What follows belongs to an exercise in optimizing a design on an open flow for small area; a production flow would make more cautious choices.
Where RTL was checked, it was by simulation tests only, not by an equivalence proof against the original.
For runs 2 and 3, only the layout was checked, not whether the RTL still works.
Power figures rest on the tool's default switching activity, not on a simulated workload.

==> design.v <==
module add_32(
    input  [31:0] a,
    input  [31:0] b,
    input         ci,
    output [31:0] c,
    output        co
);
    reg [31:0] p, g;
    integer i, j;
    always @* begin
        p = a ^ b;
        g = a & b;
        g[0] = g[0] | (p[0] & ci);
        for (i = 1; i <= 5; i = i + 1)
            for (j = 2**i - 1; j < 32; j = j + 2**i) begin
                g[j] = g[j] | (p[j] & g[j - 2**(i-1)]);
                p[j] = p[j] & p[j - 2**(i-1)];
            end
        for (i = 5; i > 0; i = i - 1)
            for (j = 2**i + 2**(i-1) - 1; j < 32; j = j + 2**i) begin
                g[j] = g[j] | (p[j] & g[j - 2**(i-1)]);
                p[j] = p[j] & p[j - 2**(i-1)];
            end
    end
    assign c = a ^ b ^ {g[30:0], ci};
    assign co = g[31];
endmodule
module inc30(
    input  [31:0] a,
    output [31:0] y
);
    wire [32:2] cy;
    assign cy[2] = 1'b1;
    genvar i;
    generate
        for (i = 2; i < 32; i = i + 1) begin : carry
            assign cy[i+1] = cy[i] & a[i];
        end
    endgenerate
    assign y = {a[31:2] ^ cy[31:2], a[1:0]};
endmodule
module REG32(
    input             clk,
    input             rst,
    input      [31:0] D,
    output reg [31:0] Q
);
    always @(posedge clk or posedge rst) begin
        if (rst) Q <= 32'b0;
        else Q <= D;
    end
endmodule
module Pipeline_IF(
    input wire clk_IF,
    input wire rst_IF,
    input wire [31:0] PC_in_IF,
    input wire PCSrc,
    output wire [31:0] PC_out_IF
);
    wire [31:0] PC_q;
    wire [31:0] PC_4;
    inc30 pc4(.a(PC_q), .y(PC_4));
    wire [31:0] PC_next = PCSrc ? PC_in_IF : PC_4;
    REG32 PC(
        .clk(clk_IF),
        .rst(rst_IF),
        .D(PC_next),
        .Q(PC_q)
    );
    assign PC_out_IF = PC_q;
endmodule
module IF_reg_ID(
    input wire clk_IFID,
    input wire rst_IFID,
    input wire[31:0] PC_in_IFID,
    input wire[31:0] inst_in_IFID,
    output reg [31:0] PC_out_IFID,
    output reg [31:0] inst_out_IFID
);
always @(posedge clk_IFID or posedge rst_IFID) begin
    if (rst_IFID) begin
        PC_out_IFID <= 32'b0;
        inst_out_IFID <= 32'b0;
    end
    else begin
        PC_out_IFID <= PC_in_IFID;
        inst_out_IFID <= inst_in_IFID;
    end
end
endmodule
module Regs(
    input clk,
    input rst,
    input [4:0] Rs1_addr,
    input [4:0] Rs2_addr,
    input [4:0] Wt_addr,
    input [31:0] Wt_data,
    input RegWrite,
    output [31:0] Rs1_data,
    output [31:0] Rs2_data
);
    reg [32*32-1:32] register;
    reg [31:1] valid;
    wire [31:1] we;
    wire [31:1] sel1, sel2;
    genvar i, b;
    generate
        for (i = 1; i < 32; i = i + 1) begin : dec
            assign we[i] = RegWrite && (Wt_addr == i);
            assign sel1[i] = valid[i] & (Rs1_addr == i);
            assign sel2[i] = valid[i] & (Rs2_addr == i);
        end
    endgenerate
    integer k;
    always @(posedge clk) begin
        for (k = 1; k < 32; k = k + 1)
            if (we[k]) register[k*32 +: 32] <= Wt_data;
    end
    always @(posedge clk or posedge rst) begin
        if (rst) valid <= 31'b0;
        else valid <= valid | we;
    end
    generate
        for (b = 0; b < 32; b = b + 1) begin : rd
            wire [31:1] col;
            for (i = 1; i < 32; i = i + 1) begin : c
                assign col[i] = register[i*32 + b];
            end
            rf_rbit r1(.d(col), .s(sel1), .y(Rs1_data[b]));
            rf_rbit r2(.d(col), .s(sel2), .y(Rs2_data[b]));
        end
    endgenerate
endmodule
module rf_rbit(input [31:1] d, input [31:1] s, output y);
    wire [10:0] t;
    genvar i;
    generate
        for (i = 0; i < 10; i = i + 1) begin : g
            cell_aoi222 u(.a1(d[3*i+1]), .a2(s[3*i+1]), .b1(d[3*i+2]), .b2(s[3*i+2]),
                          .c1(d[3*i+3]), .c2(s[3*i+3]), .y(t[i]));
        end
    endgenerate
    cell_nand2 u10(.a(d[31]), .b(s[31]), .y(t[10]));
    wire u0, u1, u2;
    cell_nand4 n0(.a(t[0]), .b(t[1]), .c(t[2]), .d(t[3]), .y(u0));
    cell_nand4 n1(.a(t[4]), .b(t[5]), .c(t[6]), .d(t[7]), .y(u1));
    cell_nand3 n2(.a(t[8]), .b(t[9]), .c(t[10]), .y(u2));
    cell_or3 o(.a(u0), .b(u1), .c(u2), .y(y));
endmodule
module cell_aoi222(input a1, a2, b1, b2, c1, c2, output y);
    assign y = ~((a1 & a2) | (b1 & b2) | (c1 & c2));
endmodule
module cell_nand2(input a, b, output y);
    assign y = ~(a & b);
endmodule
module cell_nand3(input a, b, c, output y);
    assign y = ~(a & b & c);
endmodule
module cell_nand4(input a, b, c, d, output y);
    assign y = ~(a & b & c & d);
endmodule
module cell_or3(input a, b, c, output y);
    assign y = a | b | c;
endmodule
module cell_inv(input a, output y);
    assign y = ~a;
endmodule
module cell_nor2(input a, b, output y);
    assign y = ~(a | b);
endmodule
module cell_xor2(input a, b, output y);
    assign y = a ^ b;
endmodule
module cell_aoi22(input a1, a2, b1, b2, output y);
    assign y = ~((a1 & a2) | (b1 & b2));
endmodule
module cell_mux2i(input a0, a1, s, output y);
    assign y = ~(s ? a1 : a0);
endmodule
module cell_ha(input a, b, output c, output s);
    assign c = a & b;
    assign s = a ^ b;
endmodule
module ImmGen(
  input [3:0]   ImmType,      
  input [31:2]  inst_field,
  output [31:0] Imm_out
);
    wire [31:0] i_imm = {{20{inst_field[31]}}, inst_field[31:20]};
    wire [31:0] s_imm = {{20{inst_field[31]}}, inst_field[31:25], inst_field[11:7]};
    wire [31:0] b_imm = {{20{inst_field[31]}}, inst_field[7], inst_field[30:25], inst_field[11:8], 1'b0};
    wire [31:0] j_imm = {{12{inst_field[31]}}, inst_field[19:12], inst_field[20], inst_field[30:21], 1'b0};
    wire [31:0] u_imm = {inst_field[31:12], 12'h000};
    wire u = ~|ImmType;
    assign Imm_out = ({32{ImmType[0]}} & i_imm) | ({32{ImmType[1]}} & s_imm)
                   | ({32{ImmType[2]}} & b_imm) | ({32{ImmType[3]}} & j_imm)
                   | ({32{u}} & u_imm);
endmodule
module SCPU_ctrl(
  input [4:0]       OPcode,
  input [2:0]       Fun3,
  input             Fun7,
  output reg        ALUSrc_B,
  output reg        MemtoReg,    
  output reg        PCtoReg,     
  output reg [1:0]  Br,
  output reg        RegWrite,
  output reg        MemRW,
  output reg [3:0]  ALU_Control
);
  localparam AND = 4'b0000, OR = 4'b0001, XOR = 4'b0010,
             ADD = 4'b0100, SUB = 4'b0101,
             SLL = 4'b1000, SRL = 4'b1001,
             SLT = 4'b1100, SLTU = 4'b1101;
  always @* begin
    ALUSrc_B = 1'b0; MemtoReg = 1'b0; PCtoReg = 1'b0;
    Br = 2'b00; RegWrite = 1'b0; MemRW = 1'b0; ALU_Control = AND;
    case (OPcode)
    5'b01100: begin  
        RegWrite = 1'b1;
        case ({Fun3, Fun7})
            4'b0000: ALU_Control = ADD;
            4'b0001: ALU_Control = SUB;
            4'b0010: ALU_Control = SLL;
            4'b0100: ALU_Control = SLT;
            4'b0110: ALU_Control = SLTU;
            4'b1000: ALU_Control = XOR;
            4'b1010: ALU_Control = SRL;
            4'b1011: ALU_Control = SRL;    
            4'b1100: ALU_Control = OR;
            4'b1110: ALU_Control = AND;
            default: RegWrite = 1'b0;
        endcase
    end
    5'b00000: begin  
        ALUSrc_B = 1'b1; MemtoReg = 1'b1; RegWrite = 1'b1; ALU_Control = ADD;
    end
    5'b01000: begin  
        ALUSrc_B = 1'b1; MemRW = 1'b1; ALU_Control = ADD;
    end
    5'b00100: begin  
        ALUSrc_B = 1'b1; RegWrite = 1'b1;
        case (Fun3)
            3'b000: ALU_Control = ADD;
            3'b010: ALU_Control = SLT;
            3'b011: ALU_Control = SLTU;
            3'b100: ALU_Control = XOR;
            3'b110: ALU_Control = OR;
            3'b111: ALU_Control = AND;
            3'b001: ALU_Control = SLL;
            3'b101: ALU_Control = SRL;
        endcase
    end
    5'b11000: begin  
        case (Fun3)
            3'b000: begin Br = 2'b01; ALU_Control = SUB; end
            3'b001: begin Br = 2'b10; ALU_Control = SUB; end
            default: ;
        endcase
    end
    5'b11011: begin  
        PCtoReg = 1'b1; RegWrite = 1'b1; Br = 2'b11;
    end
    5'b11001: begin  
        ALUSrc_B = 1'b1; PCtoReg = 1'b1; RegWrite = 1'b1; Br = 2'b11; ALU_Control = ADD;
    end
    5'b01101: begin  
        PCtoReg = 1'b1; RegWrite = 1'b1;
    end
    default: ;
    endcase
  end
endmodule
module Pipeline_ID (
    input clk_ID,
    input rst_ID,
    input RegWrite_in_ID,
    input [4:0] Rd_addr_ID,
    input [31:0] Wt_data_ID,
    input [31:0] Inst_in_ID,
    output [31:0] Rs1_out_ID,
    output [31:0] Rs2_out_ID,
    output [3:0] ImmType_ID     
);
    Regs Regs_0(
        .clk(clk_ID),
        .rst(rst_ID),
        .RegWrite(RegWrite_in_ID),
        .Wt_data(Wt_data_ID),
        .Wt_addr(Rd_addr_ID),
        .Rs1_addr(Inst_in_ID[19:15]),
        .Rs2_addr(Inst_in_ID[24:20]),
        .Rs1_data(Rs1_out_ID),
        .Rs2_data(Rs2_out_ID)
    );
    wire [4:0] op = Inst_in_ID[6:2];
    assign ImmType_ID[0] = op == 5'b00000 || op == 5'b00100 || op == 5'b11001;
    assign ImmType_ID[1] = op == 5'b01000;
    assign ImmType_ID[2] = op == 5'b11000 && Inst_in_ID[14:13] == 2'b00;
    assign ImmType_ID[3] = op == 5'b11011;
endmodule
module ID_reg_Ex(
    input clk_IDEX,
    input rst_IDEX,
    input [31:0] PC_in_IDEX,
    input [31:0] inst_in_IDEX,
    input [3:0] ImmType_in_IDEX,
    input [31:0] Rs1_in_IDEX,
    input [31:0] Rs2_in_IDEX,
    output reg [31:0] PC_out_IDEX,
    output [31:2] inst_out_IDEX,
    output [3:0] ImmType_out_IDEX,     
    output reg [31:0] Rs1_out_IDEX,
    output reg [31:0] Rs2_out_IDEX
);
    localparam [31:2] INV = 30'b0 | (30'b1 << (4 - 2)) | (30'b111 << (12 - 2));
    reg [31:2] ir;
    reg [3:0] it;    
    always @ (posedge clk_IDEX) begin
        Rs1_out_IDEX <= Rs1_in_IDEX;
    end
    always @ (posedge clk_IDEX or posedge rst_IDEX) begin
        if (rst_IDEX) begin
            PC_out_IDEX <= 32'b0;
            ir <= 30'b0;
            it <= 4'b0;
            Rs2_out_IDEX <= 32'b0;
        end
        else begin
            PC_out_IDEX <= PC_in_IDEX;
            ir <= inst_in_IDEX[31:2] ^ INV;
            it <= ImmType_in_IDEX ^ 4'b0001;
            Rs2_out_IDEX <= Rs2_in_IDEX;
        end
    end
    assign inst_out_IDEX = ir ^ INV;
    assign ImmType_out_IDEX = it ^ 4'b0001;
endmodule
module ALU (
  input [31:0]  A,
  input [31:0]  B_n,          
  input [3:0]   ALU_operation,
  output [31:0] res
);
  wire [3:0] op = ALU_operation;
  wire sub_n = ~(op[2] & (op[3] | op[0]));
  wire c_and = op[3:1] == 3'b000;                    
  wire c_xor = op[3:2] == 2'b00 & (op[1] | op[0]);   
  wire s_sum = op[3:2] == 2'b01;
  wire s_sr  = op[3:2] == 2'b10 & op[0];
  wire s_sl  = op[3:2] == 2'b10 & ~op[0];
  wire s_lt  = op[3:2] == 2'b11;
  wire [31:0] g, p, sum;
  wire co;
  genvar i;
  generate
    for (i = 0; i < 32; i = i + 1) begin : pg
      wire bx;
      cell_xor2 x(.a(B_n[i]), .b(sub_n), .y(bx));    
      cell_ha h(.a(A[i]), .b(bx), .c(g[i]), .s(p[i]));
    end
  endgenerate
  alu_carry carry(.p(p), .g(g), .ci(~sub_n), .s(sum), .co(co));
  wire lt = op[0] ? ~co : (p[31] ? sum[31] : A[31]);
  wire lt_n;
  cell_nand2 ltn(.a(s_lt), .b(lt), .y(lt_n));
  wire [31:0] sr;
  alu_shift shifter(.A(A), .s_n(B_n[4:0]), .left(~op[0]), .sr(sr));
  alu_result result(.g(g), .p(p), .sum(sum), .sr(sr), .lt_n(lt_n),
                    .c_and(c_and), .c_xor(c_xor), .s_sum(s_sum), .s_sr(s_sr), .s_sl(s_sl), .res(res));
endmodule
module alu_carry(
  input  [31:0] p,
  input  [31:0] g,
  input         ci,
  output [31:0] s,
  output        co
);
  reg [31:0] pp, gg;
  integer i, j;
  always @* begin
    pp = p;
    gg = g;
    gg[0] = gg[0] | (pp[0] & ci);
    for (i = 1; i <= 5; i = i + 1)
      for (j = 2**i - 1; j < 32; j = j + 2**i) begin
        gg[j] = gg[j] | (pp[j] & gg[j - 2**(i-1)]);
        pp[j] = pp[j] & pp[j - 2**(i-1)];
      end
    for (i = 5; i > 0; i = i - 1)
      for (j = 2**i + 2**(i-1) - 1; j < 32; j = j + 2**i) begin
        gg[j] = gg[j] | (pp[j] & gg[j - 2**(i-1)]);
        pp[j] = pp[j] & pp[j - 2**(i-1)];
      end
  end
  assign s = p ^ {gg[30:0], ci};
  assign co = gg[31];
endmodule
module alu_shift(input [31:0] A, input [4:0] s_n, input left, output [31:0] sr);
  wire [31:0] v0, v1, v2, v3, v4, v5;
  wire [4:0] s;
  genvar k;
  generate
    for (k = 0; k < 5; k = k + 1) begin : si
      cell_inv i(.a(s_n[k]), .y(s[k]));
    end
  endgenerate
  alu_shift_rev r(.a(A), .left(left), .left_n(~left), .y(v0));
  alu_shift_stage #(.K(0), .INV(1)) s0(.v(v0), .s(s[0]), .s_n(s_n[0]), .y(v1));
  alu_shift_stage #(.K(1), .INV(0)) s1(.v(v1), .s(s[1]), .s_n(s_n[1]), .y(v2));
  alu_shift_stage #(.K(2), .INV(1)) s2(.v(v2), .s(s[2]), .s_n(s_n[2]), .y(v3));
  alu_shift_stage #(.K(3), .INV(0)) s3(.v(v3), .s(s[3]), .s_n(s_n[3]), .y(v4));
  alu_shift_stage #(.K(4), .INV(1)) s4(.v(v4), .s(s[4]), .s_n(s_n[4]), .y(v5));
  assign sr = v5;
endmodule
module alu_shift_rev(input [31:0] a, input left, input left_n, output [31:0] y);
  genvar i;
  generate
    for (i = 0; i < 32; i = i + 1) begin : b
      assign y[i] = ~((left & a[31-i]) | (left_n & a[i]));
    end
  endgenerate
endmodule
module alu_shift_stage #(parameter K = 0, parameter INV = 0) (
  input [31:0] v, input s, input s_n, output [31:0] y);    
  genvar i;
  generate
    for (i = 0; i < 32; i = i + 1) begin : b
      if (i + 2**K < 32) begin : m
        assign y[i] = ~((s & v[i + 2**K]) | (s_n & v[i]));
      end else if (INV) begin : z
        assign y[i] = ~(s | (s_n & v[i]));
      end else begin : z
        assign y[i] = ~(s_n & v[i]);
      end
    end
  endgenerate
endmodule
module alu_result(
  input [31:0] g, p, sum, sr, input lt_n,
  input c_and, c_xor, s_sum, s_sr, s_sl,
  output [31:0] res);
  genvar i;
  generate
    for (i = 0; i < 32; i = i + 1) begin : b
      wire n1 = ~((c_and & g[i]) | (c_xor & p[i]));
      wire n2 = ~((s_sum & sum[i]) | (s_sr & sr[i]) | (s_sl & sr[31-i]));
      if (i == 0) begin : b0
        assign res[i] = ~(n1 & n2 & lt_n);
      end else begin : bn
        assign res[i] = ~(n1 & n2);
      end
    end
  endgenerate
endmodule
module Pipeline_Ex(
    input [31:0] PC_in_EX,
    input [31:2] Inst_in_EX,
    input [3:0] ImmType_in_EX,
    input [31:0] Rs1_in_EX,
    input [31:0] Rs2_in_EX,
    output [31:0] PC_out_EX,
    output [31:0] PC4_out_EX,
    output [31:0] ALU_out_EX,
    output [4:0] Rd_addr_EX,
    output [1:0] Br_EX,
    output MemRW_EX,
    output MemtoReg_EX,
    output PCtoReg_EX,
    output RegWrite_EX
);
wire [31:0] imm;
wire alusrc;
wire [3:0] aluctl;
ImmGen ImmGen_0(
    .ImmType(ImmType_in_EX),
    .inst_field(Inst_in_EX),
    .Imm_out(imm)
);
SCPU_ctrl SCPU_ctrl_0(
    .OPcode(Inst_in_EX[6:2]),
    .Fun3(Inst_in_EX[14:12]),
    .Fun7(Inst_in_EX[30]),
    .ALUSrc_B(alusrc),
    .MemtoReg(MemtoReg_EX),
    .PCtoReg(PCtoReg_EX),
    .Br(Br_EX),
    .RegWrite(RegWrite_EX),
    .MemRW(MemRW_EX),
    .ALU_Control(aluctl)
);
assign Rd_addr_EX = Inst_in_EX[11:7];
add_32 target(
    .a(PC_in_EX),
    .b(imm),
    .ci(1'b0),
    .co(),
    .c(PC_out_EX)
);
inc30 pc4(.a(PC_in_EX), .y(PC4_out_EX));
wire [31:0] b_n;
bmux bsel(.rs2(Rs2_in_EX), .imm(imm), .s(alusrc), .s_n(~alusrc), .y_n(b_n));
ALU alu_inst(
    .A(Rs1_in_EX),
    .B_n(b_n),
    .ALU_operation(aluctl),
    .res(ALU_out_EX)
);
endmodule
module bmux(input [31:0] rs2, imm, input s, input s_n, output [31:0] y_n);    
    assign y_n = ~((imm & {32{s}}) | (rs2 & {32{s_n}}));
endmodule
module Ex_reg_Mem(
  input clk_EXMem,
  input rst_EXMem,
  input [31:0] PC_in_EXMem,
  input [31:0] PC4_in_EXMem,
  input [4:0] Rd_addr_EXMem,
  input [31:0] ALU_in_EXMem,
  input [31:0] Rs2_in_EXMem,
  input [1:0] Br_in_EXMem,
  input MemRW_in_EXMem,
  input MemtoReg_in_EXMem,
  input PCtoReg_in_EXMem,
  input RegWrite_in_EXMem,
  output reg [31:0] PC_out_EXMem,
  output reg [31:0] PC4_out_EXMem,
  output reg [4:0] Rd_addr_out_EXMem,
  output reg [31:0] ALU_out_EXMem,
  output reg [31:0] Rs2_out_EXMem,
  output reg [1:0] Br_out_EXMem,
  output reg MemRW_out_EXMem,
  output reg MemtoReg_out_EXMem,
  output reg PCtoReg_out_EXMem,
  output reg RegWrite_out_EXMem
);
  always @(posedge clk_EXMem) begin
    PC_out_EXMem <= PC_in_EXMem;
    PC4_out_EXMem <= PC4_in_EXMem;
    Rd_addr_out_EXMem <= Rd_addr_EXMem;
  end
  always @(posedge clk_EXMem or posedge rst_EXMem) begin
    if (rst_EXMem) begin
      ALU_out_EXMem <= 32'b0;
      Rs2_out_EXMem <= 32'b0;
      Br_out_EXMem <= 2'b0;
      MemRW_out_EXMem <= 1'b0;
      MemtoReg_out_EXMem <= 1'b0;
      PCtoReg_out_EXMem <= 1'b0;
      RegWrite_out_EXMem <= 1'b0;
    end
    else begin
      ALU_out_EXMem <= ALU_in_EXMem;
      Rs2_out_EXMem <= Rs2_in_EXMem;
      Br_out_EXMem <= Br_in_EXMem;
      MemRW_out_EXMem <= MemRW_in_EXMem;
      MemtoReg_out_EXMem <= MemtoReg_in_EXMem;
      PCtoReg_out_EXMem <= PCtoReg_in_EXMem;
      RegWrite_out_EXMem <= RegWrite_in_EXMem;
    end
  end
endmodule
module Pipeline_Mem(
    input [1:0] Br_in_Mem,
    input [31:0] ALU_in_Mem,
    output PCSrc
);
wire zero = ~|ALU_in_Mem;
assign PCSrc = (Br_in_Mem == 2'b11) | (Br_in_Mem == 2'b01 & zero) | (Br_in_Mem == 2'b10 & ~zero);
endmodule
module Mem_reg_WB(
  input clk_MemWB,
  input rst_MemWB,
  input [31:0] Data_in_MemWB,
  input [4:0] Rd_addr_MemWB,
  input RegWrite_in_MemWB,
  output reg [31:0] Data_out_MemWB,
  output reg [4:0] Rd_addr_out_MemWB,
  output reg RegWrite_out_MemWB
);
  always @(posedge clk_MemWB) begin
    Rd_addr_out_MemWB <= Rd_addr_MemWB;
  end
  always @(posedge clk_MemWB or posedge rst_MemWB) begin
    if (rst_MemWB) begin
      Data_out_MemWB <= 32'b0;
      RegWrite_out_MemWB <= 1'b0;
    end
    else begin
      Data_out_MemWB <= Data_in_MemWB;
      RegWrite_out_MemWB <= RegWrite_in_MemWB;
    end
  end
endmodule
module Pipeline_WB(
    input MemtoReg_in_WB,
    input PCtoReg_in_WB,
    input [31:0] ALU_in_WB,
    input [31:0] DMem_data_WB,
    input [31:0] PC4_in_WB,
    output [31:0] Data_out_WB
);
wire s_mem = MemtoReg_in_WB;
wire s_pc = ~MemtoReg_in_WB & PCtoReg_in_WB;
wire s_alu = ~MemtoReg_in_WB & ~PCtoReg_in_WB;
genvar i;
generate
    for (i = 0; i < 32; i = i + 1) begin : m
        wire n;
        cell_aoi222 u(.a1(s_mem), .a2(DMem_data_WB[i]), .b1(s_pc), .b2(PC4_in_WB[i]),
                      .c1(s_alu), .c2(ALU_in_WB[i]), .y(n));
        cell_inv v(.a(n), .y(Data_out_WB[i]));
    end
endgenerate
endmodule
module Pipeline_CPU(
    input clk,
    input rst,
    input[31:0] Data_in,
    input[31:0] inst_IF,
    output[31:0] PC_out_IF,
    output[31:0] PC_out_ID,
    output[31:0] inst_ID,
    output[31:0] PC_out_EX,
    output       MemRW_Ex,
    output       MemRW_Mem,
    output[31:0] Addr_out,
    output[31:0] Data_out,
    output[31:0] Data_out_WB
);
    wire [31:0] pc_if;
    wire [31:0] pc_id, inst_id, rs1_id, rs2_id;
    wire [3:0]  immtype_id;
    wire [31:0] pc_ex, rs1_ex, rs2_ex;
    wire [31:2] ir_ex;
    wire [3:0]  immtype_ex;
    wire [4:0]  rd_ex;
    wire        memrw_ex, memtoreg_ex, pctoreg_ex, regwrite_ex;
    wire [1:0]  br_ex;
    wire [31:0] target_ex, pc4_ex, alu_ex;
    wire [31:0] target_mem, pc4_mem, alu_mem, rs2_mem;
    wire [4:0]  rd_mem;
    wire [1:0]  br_mem;
    wire        memrw_mem, memtoreg_mem, pctoreg_mem, regwrite_mem;
    wire        pcsrc;
    wire [31:0] wb_next, wb_data;
    wire [4:0]  rd_wb;
    wire        regwrite_wb;
    Pipeline_IF Instruction_Fetch (
        .clk_IF(clk),
        .rst_IF(rst),
        .PC_in_IF(target_mem),
        .PCSrc(pcsrc),
        .PC_out_IF(pc_if)
    );
    IF_reg_ID IF_reg_ID (
        .clk_IFID(clk),
        .rst_IFID(rst),
        .PC_in_IFID(pc_if),
        .inst_in_IFID(inst_IF),
        .PC_out_IFID(pc_id),
        .inst_out_IFID(inst_id)
    );
    Pipeline_ID Instruction_Decoder (
        .clk_ID(clk),
        .rst_ID(rst),
        .RegWrite_in_ID(regwrite_wb),
        .Rd_addr_ID(rd_wb),
        .Wt_data_ID(wb_data),
        .Inst_in_ID(inst_id),
        .Rs1_out_ID(rs1_id),
        .Rs2_out_ID(rs2_id),
        .ImmType_ID(immtype_id)
    );
    ID_reg_Ex ID_reg_Ex (
        .clk_IDEX(clk),
        .rst_IDEX(rst),
        .PC_in_IDEX(pc_id),
        .inst_in_IDEX(inst_id),
        .ImmType_in_IDEX(immtype_id),
        .Rs1_in_IDEX(rs1_id),
        .Rs2_in_IDEX(rs2_id),
        .PC_out_IDEX(pc_ex),
        .inst_out_IDEX(ir_ex),
        .ImmType_out_IDEX(immtype_ex),
        .Rs1_out_IDEX(rs1_ex),
        .Rs2_out_IDEX(rs2_ex)
    );
    Pipeline_Ex Execute (
        .PC_in_EX(pc_ex),
        .Inst_in_EX(ir_ex),
        .ImmType_in_EX(immtype_ex),
        .Rs1_in_EX(rs1_ex),
        .Rs2_in_EX(rs2_ex),
        .PC_out_EX(target_ex),
        .PC4_out_EX(pc4_ex),
        .ALU_out_EX(alu_ex),
        .Rd_addr_EX(rd_ex),
        .Br_EX(br_ex),
        .MemRW_EX(memrw_ex),
        .MemtoReg_EX(memtoreg_ex),
        .PCtoReg_EX(pctoreg_ex),
        .RegWrite_EX(regwrite_ex)
    );
    Ex_reg_Mem Ex_reg_Mem (
        .clk_EXMem(clk),
        .rst_EXMem(rst),
        .PC_in_EXMem(target_ex),
        .PC4_in_EXMem(pc4_ex),
        .Rd_addr_EXMem(rd_ex),
        .ALU_in_EXMem(alu_ex),
        .Rs2_in_EXMem(rs2_ex),
        .Br_in_EXMem(br_ex),
        .MemRW_in_EXMem(memrw_ex),
        .MemtoReg_in_EXMem(memtoreg_ex),
        .PCtoReg_in_EXMem(pctoreg_ex),
        .RegWrite_in_EXMem(regwrite_ex),
        .PC_out_EXMem(target_mem),
        .PC4_out_EXMem(pc4_mem),
        .Rd_addr_out_EXMem(rd_mem),
        .ALU_out_EXMem(alu_mem),
        .Rs2_out_EXMem(rs2_mem),
        .Br_out_EXMem(br_mem),
        .MemRW_out_EXMem(memrw_mem),
        .MemtoReg_out_EXMem(memtoreg_mem),
        .PCtoReg_out_EXMem(pctoreg_mem),
        .RegWrite_out_EXMem(regwrite_mem)
    );
    Pipeline_Mem Memory_Access (
        .Br_in_Mem(br_mem),
        .ALU_in_Mem(alu_mem),
        .PCSrc(pcsrc)
    );
    Pipeline_WB Write_Back (
        .MemtoReg_in_WB(memtoreg_mem),
        .PCtoReg_in_WB(pctoreg_mem),
        .ALU_in_WB(alu_mem),
        .DMem_data_WB(Data_in),
        .PC4_in_WB(pc4_mem),
        .Data_out_WB(wb_next)
    );
    Mem_reg_WB Mem_reg_WB (
        .clk_MemWB(clk),
        .rst_MemWB(rst),
        .Data_in_MemWB(wb_next),
        .Rd_addr_MemWB(rd_mem),
        .RegWrite_in_MemWB(regwrite_mem),
        .Data_out_MemWB(wb_data),
        .Rd_addr_out_MemWB(rd_wb),
        .RegWrite_out_MemWB(regwrite_wb)
    );
    assign PC_out_IF = pc_if;
    assign PC_out_ID = pc_id;
    assign inst_ID = inst_id;
    assign PC_out_EX = target_ex;
    assign MemRW_Ex = memrw_ex;
    assign MemRW_Mem = memrw_mem;
    assign Addr_out = alu_mem;
    assign Data_out = rs2_mem;
    assign Data_out_WB = wb_data;
endmodule
==> flow/run.sh <==
#!/bin/bash
# Layout flow: the standard flow (standard.sh) with these changes:
#  - the port buffers are the smallest buffer cell (buf_1);
#  - the clock tree is built from clkbuf_8 in clusters of at most 16
#    sinks, without dummy loads;
#  - the larger buffers (buf_6 and up) are not used, so that repair
#    buffers the high-fanout nets with small buffers;
#  - the buffers synthesis made are removed before placement
#    (REMOVE_ABC_BUFFERS), as the standard flow's timing-driven
#    placement would.
# Each step's full log is under orfs/logs; standard.sh's own output goes
# to standard.log.
set -e
PLATFORM_DONT_USE="$(sed -n '/^export DONT_USE_CELLS += /,/^#/p' $FLOW_HOME/platforms/sky130hd/config.mk | grep -o 'sky130_fd_sc_hd__[a-z0-9_]*' | tr '\n' ' ')"
EXTRA_DONT_USE="sky130_fd_sc_hd__buf_6 sky130_fd_sc_hd__buf_8 sky130_fd_sc_hd__buf_12 sky130_fd_sc_hd__buf_16 sky130_fd_sc_hd__bufbuf_8 sky130_fd_sc_hd__bufbuf_16"
export BUFFER_PORTS_ARGS="-buffer_cell sky130_fd_sc_hd__buf_1"
export CTS_ARGS="-sink_clustering_enable -repair_clock_nets -buf_list sky130_fd_sc_hd__clkbuf_8 -sink_clustering_size 16 -sink_clustering_max_diameter 50 -dont_use_dummy_load"
bash standard.sh "DONT_USE_CELLS=$PLATFORM_DONT_USE $EXTRA_DONT_USE" REMOVE_ABC_BUFFERS=1 finish > standard.log 2>&1
==> standard.sh <==
#!/bin/bash
# synth_recipe.tcl (not shown) runs the flow's synth.tcl, then flattens the netlist and writes it again
# the make line also repeats each setting of config.mk as NAME=value (left out here)
make -C /OpenROAD-flow-scripts/flow DESIGN_CONFIG=/design/flow/config.mk WORK_HOME=/design/flow/orfs CLKGATE_MAP_FILE= SYNTH_SCRIPT=/design/flow/synth_recipe.tcl "${@:-finish}"
==> config.mk <==
export PLATFORM = sky130hd
export DESIGN_NAME = Pipeline_CPU
export DESIGN_NICKNAME = Pipeline_CPU
export VERILOG_FILES = /design/flow/design.v
export SDC_FILE = /design/flow/constraint.sdc
export NUM_CORES = 8
export LEC_CHECK = 0
export CAP_MARGIN = 20
export CORE_MARGIN = 2
export CORE_UTILIZATION = 60
export GPL_TIMING_DRIVEN = 0
export SLEW_MARGIN = 20
export SYNTH_HIERARCHICAL = 1
==> constraint.sdc <==
create_clock -name core_clock -period 6.3 [get_ports {clk}]
set_input_delay 1.2600 -clock core_clock [delete_from_list [all_inputs] [get_ports {clk}]]
set_output_delay 1.2600 -clock core_clock [all_outputs]
set_load 0.01 [all_outputs]
==> results of run 1 <==
metal layers:
metal / share of wire, % / global-route usage, %
met4: 8.5 / 28.9
met2: 44 / 64.6
met5: 0.067 / 0
met1: 32 / 53.5
met3: 15 / 15.4
power groups by stage:
stage	registers, W	clock network (W)	logic, W
floorplan	0.0118	0	0.00183
global placement	0.0121	0	0.00316
detailed placement	0.0122	0	0.00324
CTS	0.0120	0.00452	0.00327
global route	0.0121	0.00483	0.00361
finish	0.0120	0.00453	0.00337
registers in the layout (all words and copies together), names as in the netlist, 2 cells and up:
name and count:
Instruction_Decoder.Regs_0.register 992, Ex_reg_Mem.ALU_out_EXMem 32, Ex_reg_Mem.PC4_out_EXMem 32, Ex_reg_Mem.PC_out_EXMem 32, Ex_reg_Mem.Rs2_out_EXMem 32, ID_reg_Ex.PC_out_IDEX 32
ID_reg_Ex.Rs1_out_IDEX 32, ID_reg_Ex.Rs2_out_IDEX 32, IF_reg_ID.PC_out_IFID 32, IF_reg_ID.inst_out_IFID 32, Instruction_Fetch.PC.Q 32, Mem_reg_WB.Data_out_MemWB 32
Instruction_Decoder.Regs_0.valid 31, ID_reg_Ex.ir 30, Ex_reg_Mem.Rd_addr_out_EXMem 5, Mem_reg_WB.Rd_addr_out_MemWB 5, ID_reg_Ex.it 4, Ex_reg_Mem.Br_out_EXMem 2
final timing paths:
check | to | cells after the start
min in group asynchronous | Mem_reg_WB.Data_out_MemWB[1] | 2
min | Mem_reg_WB.Rd_addr_out_MemWB[4] | 0
max in group asynchronous | ID_reg_Ex.ir[25] | 3
max reg2reg | Ex_reg_Mem.ALU_out_EXMem[0] | 27
min reg2reg | Mem_reg_WB.Rd_addr_out_MemWB[4] | 0
max | PC_out_EX[31] | 13
metrics by stage:
stage	std cells	util, %	setup TNS (ns)
2_1_floorplan	3520	-	-125.48
3_3_place_gp	5087	62.3	-314.55
3_5_place_dp	5238	63.8	-3.88
4_1_cts	5365	65.6	0
5_1_grt	5382	65.8	-0.00481
6_report	5390	65.8	0
critical path: stages (launching register included):
cell and delay (ns):
dfrtp_1 0.37, inv_1 0.35, nor4_4 0.10, buf_4 0.20
nor2b_1 0.71, ha_1 0.31, a21o_2 0.16, a211oi_4 0.06
nor4_4 0.47, o21ai_1 0.17, a31oi_1 0.32, fa_1 0.26
xor2_1 0.35, buf_1 0.21
cell type report:
type | instances | area [um^2] | area share (%)
inverters | 92 | 368 | 0.579
repair buffers | 465 | 2270 | 3.58
diodes | 9 | 22.5 | 0.0355
well taps | 1276 | 1600 | 2.51
flip-flops and latches | 1426 | 40100 | 63.2
clock buffers | 120 | 1650 | 2.60
multi-input cells | 2002 | 17500 | 27.5
timing repair:
item | 4_1_cts | 5_1_grt
gates cloned | 0 | 0
setup endpoints to repair | 32 | 24
resized for setup | 7 | 17
endpoints found under the hold margin | 0 | 0
pin swaps | 1 | 3
buffers inserted | 7 | 11
==> impl_metrics.py, run 1 <==
metrics = {
    "status": {
        "outcome": "complete, no violations",
    },
    "power_and_ir_drop": {
        "p_leak_nw": 23.4,
        "power.internal_w": 0.0139,
        "seq_power_share_pct": 60.3,
        "clkPwrFrac_pct": 22.8,
        "ir_worst_vdd_v": 0.000246,
        "total_power_w": 0.0199,
        "power_density_nw_per_um2": 313,
        "switchingPower_w": 0.00600,
        "comb_power_share_pct": 16.9,
        "swShare_pct": 30.2,
    },
    "place": {
        "dp_hpwl_um": 155000,
        "post-place-ws_ns": -0.513,
        "gp_congestion": 0.987,
        "placed_area_um2": 61600,
        "io_buffers": 291,
    },
    "critical_path": {
        "startpoint": "ID_reg_Ex.it[0]",
        "endpoint_kind": "output pin",
        "critPathArrivalTime_ns": 4.85,
        "critPathRequiredTime_ns": 5.04,
        "critical_path_peak_fanout": 14,
        "reg2reg_from": "ID_reg_Ex.ir[12]",
        "r2r_slack_ns": 0.26,
        "critical_path_class": "flip-flop to output pin",
        "cp-start-kind": "flip-flop",
    },
    "grt": {
        "antenna_found_initial": 21,
        "first_global_vias": 41383,
        "grt_overflow": 0,
        "grt_pass1_wl_um": 303000,
        "track_usage_pct": 43.3,
        "grt_max_degree": 57,
    },
    "clocking": {
        "hold_buffers": 0,
        "cts.clk_slew.worst_paths_ns": 0.10,
        "cts_buffers": 120,
        "clkLatencyLatePin_ns": 0.85,
        "cts_tree": "done",
        "htreeDepth": 3,
        "cts_buffer_depth": 3,
        "cts_root_buffer": "clkbuf_8",
        "cts_sinks": 1426,
    },
    "synth": {
        "syn_avg_cell_area_um2": 16.0,
        "syn-instance-count": 3648,
        "syn_area_um2": 58400,
        "ys_warn_count": 15,
    },
    "drt": {
        "wl_per_cell_um": 40.4,
        "routed-via-count": 43094,
        "wl_um": 218000,
        "drtPass1Iterations": 15,
        "drc": 0,
        "ant_nets": 0,
        "avgViaCountPerCell": 8.00,
        "drt_iter0_markers": 10676,
    },
    "timing": {
        "layout_min_cycle_time_ns": 6.11,
        "min_period_over_period_pct": 97.0,
        "fin_skew_ns": 0.128,
        "maxSlewHeadroom_pct": 14.4,
        "fmax_ghz": 0.164,
        "finalSetupViolations": 0,
        "drv_slew": 0,
        "hold_viol": 0,
        "timing_worst_slew_pin_value_ns": 1.28,
        "fin_hold_ws_ns": 0.342,
        "fin_ws_ns": 0.186,
    },
    "die": {
        "die_area_um2": 99800,
        "dieHeight_um": 316,
        "initial_core_util_pct": 60.4,
        "core-area_um2": 96600,
        "die_x_um": 316,
        "io_pins": 292,
        "rows": 114,
    },
    "cells_and_area": {
        "final_area_um2": 63500,
        "nFillCells": 6832,
        "mostFrequentLayoutCells": "edfxtp_1, a222oi_1, dfrtp_1",
        "nNetsFinal": 4328,
        "final_common_cell": "edfxtp_1",
        "drive_gt1_share_pct": 13.4,
        "area_growth_pct": 8.85,
    },
    "min_path": {
        "worst_hold_path_type": "flip-flop to flip-flop",
        "worstHoldStart": "Ex_reg_Mem.Rd_addr_out_EXMem[4]",
    },
    "flow_run": {
        "max_cap_viol_count": 0,
    },
}
==> inputs of run 2 (changes only) <==
--- a/design.v
+++ b/design.v
@@ -55,12 +55,14 @@
     input wire rst_IF,
     input wire [31:0] PC_in_IF,
     input wire PCSrc,
+    input wire PCSrc_n,      
     output wire [31:0] PC_out_IF
 );
     wire [31:0] PC_q;
     wire [31:0] PC_4;
     inc30 pc4(.a(PC_q), .y(PC_4));
-    wire [31:0] PC_next = PCSrc ? PC_in_IF : PC_4;
+    wire [31:0] PC_next;
+    pc_mux m(.target(PC_in_IF), .pc4(PC_4), .s(PCSrc), .s_n(PCSrc_n), .y(PC_next));
     REG32 PC(
         .clk(clk_IF),
         .rst(rst_IF),
@@ -69,6 +71,9 @@
     );
     assign PC_out_IF = PC_q;
 endmodule
+module pc_mux(input [31:0] target, pc4, input s, input s_n, output [31:0] y);
+    assign y = (target & {32{s}}) | (pc4 & {32{s_n}});
+endmodule
 module IF_reg_ID(
     input wire clk_IFID,
     input wire rst_IFID,
@@ -200,7 +205,6 @@
   input [4:0]       OPcode,
   input [2:0]       Fun3,
   input             Fun7,
-  output reg        ALUSrc_B,
   output reg        MemtoReg,    
   output reg        PCtoReg,     
   output reg [1:0]  Br,
@@ -213,7 +217,7 @@
              SLL = 4'b1000, SRL = 4'b1001,
              SLT = 4'b1100, SLTU = 4'b1101;
   always @* begin
-    ALUSrc_B = 1'b0; MemtoReg = 1'b0; PCtoReg = 1'b0;
+    MemtoReg = 1'b0; PCtoReg = 1'b0;
     Br = 2'b00; RegWrite = 1'b0; MemRW = 1'b0; ALU_Control = AND;
     case (OPcode)
     5'b01100: begin  
@@ -233,13 +237,13 @@
         endcase
     end
     5'b00000: begin  
-        ALUSrc_B = 1'b1; MemtoReg = 1'b1; RegWrite = 1'b1; ALU_Control = ADD;
+        MemtoReg = 1'b1; RegWrite = 1'b1; ALU_Control = ADD;
     end
     5'b01000: begin  
-        ALUSrc_B = 1'b1; MemRW = 1'b1; ALU_Control = ADD;
+        MemRW = 1'b1; ALU_Control = ADD;
     end
     5'b00100: begin  
-        ALUSrc_B = 1'b1; RegWrite = 1'b1;
+        RegWrite = 1'b1;
         case (Fun3)
             3'b000: ALU_Control = ADD;
             3'b010: ALU_Control = SLT;
@@ -262,7 +266,7 @@
         PCtoReg = 1'b1; RegWrite = 1'b1; Br = 2'b11;
     end
     5'b11001: begin  
-        ALUSrc_B = 1'b1; PCtoReg = 1'b1; RegWrite = 1'b1; Br = 2'b11; ALU_Control = ADD;
+        PCtoReg = 1'b1; RegWrite = 1'b1; Br = 2'b11; ALU_Control = ADD;
     end
     5'b01101: begin  
         PCtoReg = 1'b1; RegWrite = 1'b1;
@@ -280,7 +284,9 @@
     input [31:0] Inst_in_ID,
     output [31:0] Rs1_out_ID,
     output [31:0] Rs2_out_ID,
-    output [3:0] ImmType_ID     
+    output [3:0] ImmType_ID,    
+    output ALUSrc_B_ID,         
+    output Sub_ID               
 );
     Regs Regs_0(
         .clk(clk_ID),
@@ -298,6 +304,11 @@
     assign ImmType_ID[1] = op == 5'b01000;
     assign ImmType_ID[2] = op == 5'b11000 && Inst_in_ID[14:13] == 2'b00;
     assign ImmType_ID[3] = op == 5'b11011;
+    wire [2:0] f3 = Inst_in_ID[14:12];
+    assign ALUSrc_B_ID = op == 5'b00000 || op == 5'b01000 || op == 5'b00100 || op == 5'b11001;
+    assign Sub_ID = (op == 5'b01100 && (f3 == 3'b000 && Inst_in_ID[30] || f3 == 3'b010 && !Inst_in_ID[30] || f3 == 3'b011 && !Inst_in_ID[30]))
+                 || (op == 5'b00100 && (f3 == 3'b010 || f3 == 3'b011))
+                 || (op == 5'b11000 && (f3 == 3'b000 || f3 == 3'b001));
 endmodule
 module ID_reg_Ex(
     input clk_IDEX,
@@ -307,11 +318,15 @@
     input [3:0] ImmType_in_IDEX,
     input [31:0] Rs1_in_IDEX,
     input [31:0] Rs2_in_IDEX,
+    input ALUSrc_B_in_IDEX,
+    input Sub_in_IDEX,
     output reg [31:0] PC_out_IDEX,
     output [31:2] inst_out_IDEX,
     output [3:0] ImmType_out_IDEX,     
     output reg [31:0] Rs1_out_IDEX,
-    output reg [31:0] Rs2_out_IDEX
+    output reg [31:0] Rs2_out_IDEX,
+    output reg ALUSrc_B_n_out_IDEX,      
+    output reg Sub_out_IDEX
 );
     localparam [31:2] INV = 30'b0 | (30'b1 << (4 - 2)) | (30'b111 << (12 - 2));
     reg [31:2] ir;
@@ -325,12 +340,16 @@
             ir <= 30'b0;
             it <= 4'b0;
             Rs2_out_IDEX <= 32'b0;
+            ALUSrc_B_n_out_IDEX <= 1'b0;
+            Sub_out_IDEX <= 1'b0;
         end
         else begin
             PC_out_IDEX <= PC_in_IDEX;
             ir <= inst_in_IDEX[31:2] ^ INV;
             it <= ImmType_in_IDEX ^ 4'b0001;
             Rs2_out_IDEX <= Rs2_in_IDEX;
+            ALUSrc_B_n_out_IDEX <= ~ALUSrc_B_in_IDEX;
+            Sub_out_IDEX <= Sub_in_IDEX;
         end
     end
     assign inst_out_IDEX = ir ^ INV;
@@ -340,10 +359,11 @@
   input [31:0]  A,
   input [31:0]  B_n,          
   input [3:0]   ALU_operation,
+  input         sub,           
   output [31:0] res
 );
   wire [3:0] op = ALU_operation;
-  wire sub_n = ~(op[2] & (op[3] | op[0]));
+  wire sub_n = ~sub;
   wire c_and = op[3:1] == 3'b000;                    
   wire c_xor = op[3:2] == 2'b00 & (op[1] | op[0]);   
   wire s_sum = op[3:2] == 2'b01;
@@ -459,6 +479,8 @@
     input [3:0] ImmType_in_EX,
     input [31:0] Rs1_in_EX,
     input [31:0] Rs2_in_EX,
+    input ALUSrc_B_n_in_EX,
+    input Sub_in_EX,
     output [31:0] PC_out_EX,
     output [31:0] PC4_out_EX,
     output [31:0] ALU_out_EX,
@@ -470,7 +492,6 @@
     output RegWrite_EX
 );
 wire [31:0] imm;
-wire alusrc;
 wire [3:0] aluctl;
 ImmGen ImmGen_0(
     .ImmType(ImmType_in_EX),
@@ -481,7 +502,6 @@
     .OPcode(Inst_in_EX[6:2]),
     .Fun3(Inst_in_EX[14:12]),
     .Fun7(Inst_in_EX[30]),
-    .ALUSrc_B(alusrc),
     .MemtoReg(MemtoReg_EX),
     .PCtoReg(PCtoReg_EX),
     .Br(Br_EX),
@@ -499,11 +519,12 @@
 );
 inc30 pc4(.a(PC_in_EX), .y(PC4_out_EX));
 wire [31:0] b_n;
-bmux bsel(.rs2(Rs2_in_EX), .imm(imm), .s(alusrc), .s_n(~alusrc), .y_n(b_n));
+bmux bsel(.rs2(Rs2_in_EX), .imm(imm), .s(~ALUSrc_B_n_in_EX), .s_n(ALUSrc_B_n_in_EX), .y_n(b_n));
 ALU alu_inst(
     .A(Rs1_in_EX),
     .B_n(b_n),
     .ALU_operation(aluctl),
+    .sub(Sub_in_EX),
     .res(ALU_out_EX)
 );
 endmodule
@@ -563,10 +584,12 @@
 module Pipeline_Mem(
     input [1:0] Br_in_Mem,
     input [31:0] ALU_in_Mem,
-    output PCSrc
+    output PCSrc,
+    output PCSrc_n
 );
 wire zero = ~|ALU_in_Mem;
 assign PCSrc = (Br_in_Mem == 2'b11) | (Br_in_Mem == 2'b01 & zero) | (Br_in_Mem == 2'b10 & ~zero);
+assign PCSrc_n = ~PCSrc;
 endmodule
 module Mem_reg_WB(
   input clk_MemWB,
@@ -631,6 +654,7 @@
     wire [31:0] pc_if;
     wire [31:0] pc_id, inst_id, rs1_id, rs2_id;
     wire [3:0]  immtype_id;
+    wire        alusrc_id, sub_id, alusrc_n_ex, sub_ex;
     wire [31:0] pc_ex, rs1_ex, rs2_ex;
     wire [31:2] ir_ex;
     wire [3:0]  immtype_ex;
@@ -642,7 +666,7 @@
     wire [4:0]  rd_mem;
     wire [1:0]  br_mem;
     wire        memrw_mem, memtoreg_mem, pctoreg_mem, regwrite_mem;
-    wire        pcsrc;
+    wire        pcsrc, pcsrc_n;
     wire [31:0] wb_next, wb_data;
     wire [4:0]  rd_wb;
     wire        regwrite_wb;
@@ -651,6 +675,7 @@
         .rst_IF(rst),
         .PC_in_IF(target_mem),
         .PCSrc(pcsrc),
+        .PCSrc_n(pcsrc_n),
         .PC_out_IF(pc_if)
     );
     IF_reg_ID IF_reg_ID (
@@ -670,7 +695,9 @@
         .Inst_in_ID(inst_id),
         .Rs1_out_ID(rs1_id),
         .Rs2_out_ID(rs2_id),
-        .ImmType_ID(immtype_id)
+        .ImmType_ID(immtype_id),
+        .ALUSrc_B_ID(alusrc_id),
+        .Sub_ID(sub_id)
     );
     ID_reg_Ex ID_reg_Ex (
         .clk_IDEX(clk),
@@ -680,11 +707,15 @@
         .ImmType_in_IDEX(immtype_id),
         .Rs1_in_IDEX(rs1_id),
         .Rs2_in_IDEX(rs2_id),
+        .ALUSrc_B_in_IDEX(alusrc_id),
+        .Sub_in_IDEX(sub_id),
         .PC_out_IDEX(pc_ex),
         .inst_out_IDEX(ir_ex),
         .ImmType_out_IDEX(immtype_ex),
         .Rs1_out_IDEX(rs1_ex),
-        .Rs2_out_IDEX(rs2_ex)
+        .Rs2_out_IDEX(rs2_ex),
+        .ALUSrc_B_n_out_IDEX(alusrc_n_ex),
+        .Sub_out_IDEX(sub_ex)
     );
     Pipeline_Ex Execute (
         .PC_in_EX(pc_ex),
@@ -692,6 +723,8 @@
         .ImmType_in_EX(immtype_ex),
         .Rs1_in_EX(rs1_ex),
         .Rs2_in_EX(rs2_ex),
+        .ALUSrc_B_n_in_EX(alusrc_n_ex),
+        .Sub_in_EX(sub_ex),
         .PC_out_EX(target_ex),
         .PC4_out_EX(pc4_ex),
         .ALU_out_EX(alu_ex),
@@ -729,7 +762,8 @@
     Pipeline_Mem Memory_Access (
         .Br_in_Mem(br_mem),
         .ALU_in_Mem(alu_mem),
-        .PCSrc(pcsrc)
+        .PCSrc(pcsrc),
+        .PCSrc_n(pcsrc_n)
     );
     Pipeline_WB Write_Back (
         .MemtoReg_in_WB(memtoreg_mem),
==> impl_metrics.py, run 2 <==
metrics = {
    "status": {
        "outcome": "complete, no violations",
    },
    "cells_and_area": {
        "drive_gt1_share_pct": 12.8,
        "area_growth_pct": 9.03,
        "largest-register": "Instruction_Decoder.Regs_0.register",
        "nNetsFinal": 4313,
        "layout.cells.non_filler": 5384,
        "mostFrequentLayoutCells": "edfxtp_1, a222oi_1, dfrtp_1",
        "final_common_cell": "edfxtp_1",
        "largest_reg_flops": 992,
    },
    "die": {
        "core-area_um2": 96300,
        "initial_core_util_pct": 60.4,
        "die_area_um2": 99400,
        "dieHeight_um": 315,
        "die_x_um": 315,
        "rows": 114,
        "io_pins": 292,
    },
    "clocking": {
        "cts_root_buffer": "clkbuf_8",
        "htreeDepth": 4,
        "cts_buffers": 134,
        "hold_buffers": 0,
        "cts.clk_slew.worst_paths_ns": 0.09,
        "cts_sinks": 1428,
        "cts_buffer_depth": 3,
        "clkLatencyLatePin_ns": 0.88,
        "cts_tree": "done",
    },
    "critical_path": {
        "cp-start-kind": "flip-flop",
        "r2r_slack_ns": 0.23,
        "critical_path_peak_fanout": 13,
        "critPathArrivalTime_ns": 4.85,
        "endpoint_kind": "output pin",
        "critPathRequiredTime_ns": 5.04,
        "timing.rr.end": "Instruction_Fetch.PC.Q[31]",
        "rr_worst_depth": 30,
        "critical_path_class": "flip-flop to output pin",
        "reg2reg_from": "Instruction_Fetch.PC.Q[2]",
    },
    "grt": {
        "grt_max_degree": 73,
        "first_global_vias": 40732,
        "grt_pass1_wl_um": 297000,
        "antenna_found_initial": 31,
        "track_usage_pct": 42.6,
        "grt_overflow": 0,
    },
    "timing": {
        "fin_skew_ns": 0.0913,
        "layout_min_cycle_time_ns": 6.11,
        "fmax_ghz": 0.164,
        "hold_viol": 0,
        "maxSlewHeadroom_pct": 24.1,
        "timing_worst_slew_pin_value_ns": 1.14,
        "final.setup.tns_ns": 0,
        "drv_slew": 0,
        "min_period_over_period_pct": 96.9,
        "finalSetupViolations": 0,
    },
    "drt": {
        "drtPass1Iterations": 12,
        "wl_um": 214000,
        "ant_nets": 0,
        "drt_iter0_markers": 10781,
        "avgViaCountPerCell": 7.95,
        "routed-via-count": 42813,
        "drc": 0,
        "wl_per_cell_um": 39.8,
    },
    "place": {
        "dp.cells": 5222,
        "gp_congestion": 1.08,
        "io_buffers": 291,
        "dp_hpwl_um": 151000,
    },
    "synth": {
        "ys_warn_count": 15,
        "syn_avg_cell_area_um2": 15.9,
        "syn-instance-count": 3652,
        "syn_area_um2": 58100,
    },
    "power_and_ir_drop": {
        "p_leak_nw": 23.5,
        "power_density_nw_per_um2": 310,
        "ir_worst_vdd_v": 0.000205,
    },
    "min_path": {
        "worstHoldStart": "Ex_reg_Mem.Rd_addr_out_EXMem[2]",
        "hold_end": "Mem_reg_WB.Rd_addr_out_MemWB[2]",
        "hold_depth": 0,
        "worst_hold_path_type": "flip-flop to flip-flop",
    },
    "flow_run": {
        "max_cap_viol_count": 0,
    },
}
[run 2: cell types whose count changed in the layout (fill, tap and decap cells not counted), moves of 6 or more]
cell | previous run | this run
dfrtp_2 | 20 | 34
clkbuf_8 | 120 | 134
nand3_2 | 1 | 8
nand3_1 | 79 | 73
dfrtp_1 | 308 | 296
buf_2 | 37 | 25
diode_2 | 9 | 18
buf_4 | 123 | 112
a22o_1 | 4 | 34
buf_1 | 304 | 295
mux2_4 | 30 | 0
[run 2: worst max-delay path by stage]
stage / start / depth (start not counted) / slack (ns) / to
2_1_floorplan: ID_reg_Ex.ALUSrc_B_n_out_IDEX / 19 / -0.37 / Ex_reg_Mem.ALU_out_EXMem[21]
3_3_place_gp: ID_reg_Ex.ALUSrc_B_n_out_IDEX / 21 / -2.60 / Ex_reg_Mem.ALU_out_EXMem[0]
3_5_place_dp: Instruction_Fetch.PC.Q[2] / 30 / 0.06 / Instruction_Fetch.PC.Q[31]
4_1_cts: ID_reg_Ex.it[0] / 14 / -0.01 / PC_out_EX[21]
5_1_grt: Instruction_Fetch.PC.Q[2] / 30 / -0.02 / Instruction_Fetch.PC.Q[31]
6_report: ID_reg_Ex.it[2] / 12 / 0.19 / PC_out_EX[21]
[run 2: layout make-up]
cell class / count / area [um^2]
Fill cell: 6869 / 32900
Tap cell: 1276 / 1600
Timing Repair Buffer: 432 / 2070
Sequential cell: 1428 / 40200
Antenna cell: 18 / 45.0
Multi-Input combinational cell: 2003 / 17200
Clock buffer: 134 / 1840
Inverter: 93 / 359
[run 2: critical path, stage by stage (launching register included)]
cell,delay [ns]
dfrtp_1,0.59
or2_1,0.36
a22o_1,0.37
fa_1,0.48
a211oi_1,0.36
o211ai_2,0.15
nand4b_2,0.19
a21o_1,0.16
nand3_1,0.10
and2_1,0.20
fa_1,0.38
xor2_1,0.41
buf_1,0.21
[run 2: metrics by stage]
step	setup WS [ns]	area (um^2)	hold slack, ns	util [%]	power [W]
after global routing	-0.0201	63300	0.351	65.8	0.0202
after floorplan	-0.374	57300	0.310	-	0.0133
after global placement	-2.60	60000	0.318	62.3	0.0148
after detailed placement	0.0635	61300	0.313	63.7	0.0149
final	0.194	63400	0.340	65.8	0.0197
after CTS	-0.00977	63200	0.341	65.7	0.0195
[run 2: timing repair]
| action | 4_1_cts | 5_1_grt |
|---|---|---|
| endpoints found under the setup margin | 13 | 15 |
| pin swaps | 1 | 1 |
| setup buffers | 6 | 4 |
| gates resized for setup | 3 | 20 |
[run 2: where the power goes]
group / leakage, nW / switching [W] / internal, W / total, W
Sequential: 14.2 / 0.000911 / 0.0109 / 0.0118
Combinational: 8.26 / 0.00197 / 0.00104 / 0.00300
Clock: 0.964 / 0.00293 / 0.00190 / 0.00482
[run 2: per-layer routing]
metal,vias to the layer above,GRT usage [%],part of all wire [%]
met5,-,0,0.058
met4,20,28.2,8.3
met3,781,12.1,15
met2,3982,64.4,44
met1,21071,54.1,33
li1,16959,-,-
==> inputs of run 3 (changes only) <==
==> flow/run.sh (replaced) <==
#!/bin/bash
# Layout flow: the standard flow (standard.sh) with these changes:
#  - the port buffers are the smallest buffer cell (buf_1);
#  - the clock tree is built from clkbuf_16 in clusters of at most 30
#    sinks, without dummy loads;
#  - the larger buffers (buf_6 and up) are not used, so that repair
#    buffers the high-fanout nets with small buffers;
#  - the buffers synthesis made are removed before placement
#    (REMOVE_ABC_BUFFERS), as the standard flow's timing-driven
#    placement would.
# Each step's full log is under orfs/logs; standard.sh's own output goes
# to standard.log.
set -e
PLATFORM_DONT_USE="$(sed -n '/^export DONT_USE_CELLS += /,/^#/p' $FLOW_HOME/platforms/sky130hd/config.mk | grep -o 'sky130_fd_sc_hd__[a-z0-9_]*' | tr '\n' ' ')"
EXTRA_DONT_USE="sky130_fd_sc_hd__buf_6 sky130_fd_sc_hd__buf_8 sky130_fd_sc_hd__buf_12 sky130_fd_sc_hd__buf_16 sky130_fd_sc_hd__bufbuf_8 sky130_fd_sc_hd__bufbuf_16"
export BUFFER_PORTS_ARGS="-buffer_cell sky130_fd_sc_hd__buf_1"
export CTS_ARGS="-sink_clustering_enable -repair_clock_nets -buf_list sky130_fd_sc_hd__clkbuf_16 -sink_clustering_size 30 -sink_clustering_max_diameter 60 -dont_use_dummy_load"
bash standard.sh "DONT_USE_CELLS=$PLATFORM_DONT_USE $EXTRA_DONT_USE" REMOVE_ABC_BUFFERS=1 finish > standard.log 2>&1
==> impl_metrics.py, run 3 <==
metrics = {
    "grt": {
        "track_usage_pct": 42.4,
        "first_global_vias": 40607,
        "grt_pass1_wl_um": 296000,
        "grt_overflow": 0,
        "antenna_found_initial": 27,
        "grt_max_degree": 73,
    },
    "timing": {
        "fin_hold_ws_ns": 0.336,
        "maxSlewHeadroom_pct": 27.0,
        "finalSetupViolations": 0,
        "drv_slew": 0,
        "min_period_over_period_pct": 98.9,
        "fin_skew_ns": 0.0753,
        "fmax_ghz": 0.160,
        "layout_min_cycle_time_ns": 6.23,
        "hold_viol": 0,
        "timing_worst_slew_pin_value_ns": 1.09,
        "rsz0062_at_grt": "false",
    },
    "clocking": {
        "cts_buffer_depth": 3,
        "htreeDepth": 3,
        "cts_sinks": 1428,
        "cts_root_buffer": "clkbuf_16",
        "cts_tree": "done",
        "clkLatencyLatePin_ns": 0.74,
        "cts.clk_slew.worst_paths_ns": 0.09,
        "cts_buffers": 99,
    },
    "drt": {
        "drtPass1Iterations": 17,
        "avgViaCountPerCell": 7.99,
        "wl_um": 213000,
        "routed-via-count": 42700,
        "wl_per_cell_um": 39.9,
        "ant_nets": 0,
        "drc": 0,
        "drt_iter0_markers": 10602,
    },
    "place": {
        "gp_congestion": 1.08,
        "placed_area_um2": 61300,
        "dp_hpwl_um": 151000,
        "io_buffers": 291,
        "dp.cells": 5222,
    },
    "critical_path": {
        "critical_path_class": "flip-flop to output pin",
        "endpoint_kind": "output pin",
        "reg2reg_from": "Instruction_Fetch.PC.Q[2]",
        "critPathMaxStageDelay_ns": 0.78,
        "worstPathCellList": "inv_1 > nor4_4 > buf_4 > nor2b_1 > ha_1 > a21oi_1 > o211ai_2 > nand4b_2 > a21o_1 > nand3_1 > and2_1 > fa_1 > xor2_1 > buf_1",
        "critPathRequiredTime_ns": 5.04,
        "timing.rr.end": "Instruction_Fetch.PC.Q[31]",
        "rr_worst_depth": 30,
        "cp-start-kind": "flip-flop",
        "critical_path_peak_fanout": 14,
        "r2r_slack_ns": 0.20,
        "cp_slowest_cell": "nor2b_1",
        "critPathArrivalTime_ns": 4.97,
    },
    "cells_and_area": {
        "seq_area_um2": 40200,
        "nNetsFinal": 4276,
        "area_growth_pct": 9.96,
        "drive_gt1_share_pct": 11.7,
        "multi_input_area_um2": 17200,
        "mostFrequentLayoutCells": "edfxtp_1, a222oi_1, dfrtp_1",
        "largest_reg_flops": 992,
        "largest-register": "Instruction_Decoder.Regs_0.register",
        "layout.cells.non_filler": 5341,
        "final_area_um2": 63900,
        "nFillCells": 6784,
        "final_common_cell": "edfxtp_1",
    },
    "synth": {
        "syn_avg_cell_area_um2": 15.9,
        "syn-instance-count": 3652,
        "syn_area_um2": 58100,
        "ys_warn_count": 15,
    },
    "die": {
        "core-area_um2": 96300,
        "die_area_um2": 99400,
        "die_x_um": 315,
        "rows": 114,
        "io_pins": 292,
        "dieHeight_um": 315,
        "initial_core_util_pct": 60.4,
    },
    "min_path": {
        "hold_end": "Mem_reg_WB.Rd_addr_out_MemWB[3]",
        "worstHoldStart": "Ex_reg_Mem.Rd_addr_out_EXMem[3]",
        "worst_hold_path_type": "flip-flop to flip-flop",
        "hold_depth": 0,
    },
    "flow_run": {
        "max_cap_viol_count": 0,
    },
    "status": {
        "outcome": "complete, no violations",
    },
    "power_and_ir_drop": {
        "power_density_nw_per_um2": 322,
        "ir_worst_vdd_v": 0.000279,
        "p_leak_nw": 23.7,
    },
}
run 3: repair_timing:
action,in CTS,in global routing
resized for setup,1,7
pin swaps,1,0
endpoints found under the setup margin,5,6
hold buffers,0,0
cloned,0,0
buffers inserted,6,2
run 3: critical path, delay by kind of cell (launching register included):
family,cells,cell delay [ns]
adder cells (fa/ha/maj),2,0.81
AND/OR/NAND/NOR,5,1.39
AO/OA/AOI/OAI,3,0.54
buffers and inverters,3,0.76
XOR/XNOR,1,0.40
flip-flops,1,0.36
run 3: through the flow:
stage | power (W) | utilization [%] | TNS, ns | setup WS [ns]
after floorplan | 0.0133 | - | -3.40 | -0.374
after CTS | 0.0205 | 66.3 | 0 | 0.0467
after detailed placement | 0.0149 | 63.7 | 0 | 0.0635
after global placement | 0.0148 | 62.3 | -113.44 | -2.60
final | 0.0206 | 66.4 | 0 | 0.0678
after global routing | 0.0212 | 66.4 | 0 | 0.00420
run 3: worst max-delay path by stage:
stage                             startpoint                            to  slack (ns)
2_1_floorplan  ID_reg_Ex.ALUSrc_B_n_out_IDEX  Ex_reg_Mem.ALU_out_EXMem[21]       -0.37
3_5_place_dp       Instruction_Fetch.PC.Q[2]    Instruction_Fetch.PC.Q[31]        0.06
4_1_cts            Instruction_Fetch.PC.Q[2]    Instruction_Fetch.PC.Q[31]        0.05
6_report                     ID_reg_Ex.it[0]                 PC_out_EX[21]        0.07
5_1_grt            Instruction_Fetch.PC.Q[2]    Instruction_Fetch.PC.Q[31]       0.004
3_3_place_gp   ID_reg_Ex.ALUSrc_B_n_out_IDEX   Ex_reg_Mem.ALU_out_EXMem[0]       -2.60
run 3: metal layers:
layer / vias to the layer above / GRT usage [%] / share of wire [%]
met3: 717 / 11.6 / 15
met2: 3940 / 64.8 / 44
met1: 21109 / 53.9 / 33
met4: 16 / 27.3 / 8.0
li1: 16918 / - / -
met5: - / 0 / 0.044
run 3: area by class of cell:
type                            instances  area share, %
Sequential cell                      1428           62.9
Clock buffer                           99           3.88
Timing Repair Buffer                  430           3.22
Multi-Input combinational cell       2003           26.9
Antenna cell                           12         0.0470
Tap cell                             1276           2.50
Inverter                               93          0.562
run 3: where the power goes:
group / internal (W) / switching [W] / leakage [nW] / total (W)
clock: 0.00276 / 0.00297 / 1.22 / 0.00573
sequential: 0.0109 / 0.000914 / 14.2 / 0.0118
combinational: 0.00103 / 0.00197 / 8.21 / 0.00300
total: 0.0147 / 0.00585 / 23.7 / 0.0206

what the ideal ports hide:
The flow's constraints put no driver on any port. The routed layouts listed below were extracted and timed again, unchanged, in two steps.
Step 1: set_driving_cell puts a clkbuf_16 on clk and a buf_2 on each other input, an assumption about the parent block.
Step 2 adds t to the input delays and takes it off the output delays; t is the mean of the earliest and latest rising clock arrival at the registers after step 1. Input paths then give back, and output paths get back, about the clock's delay inside the block.
Three values: no drivers, after step 1, after step 2; two values: the first two.
| run | t (ns) | setup WS [ns] | worst setup path after step 2 | latest minus earliest clock arrival (ns) | worst data-port slew with drivers (ns) |
|---|---|---|---|---|---|
| run 1 | 0.854 | 0.186 / 0.122 / 0.264 | register to register | 0.127 / 0.128 | 0.06 |
| run 2 | 0.906 | 0.194 / 0.129 / 0.232 | register to register | 0.101 / 0.101 | 0.05 |
| run 3 | 0.773 | 0.068 / -0.007 / 0.201 | register to register | 0.090 / 0.090 | 0.04 |
After both steps setup and hold are still met in every run listed.
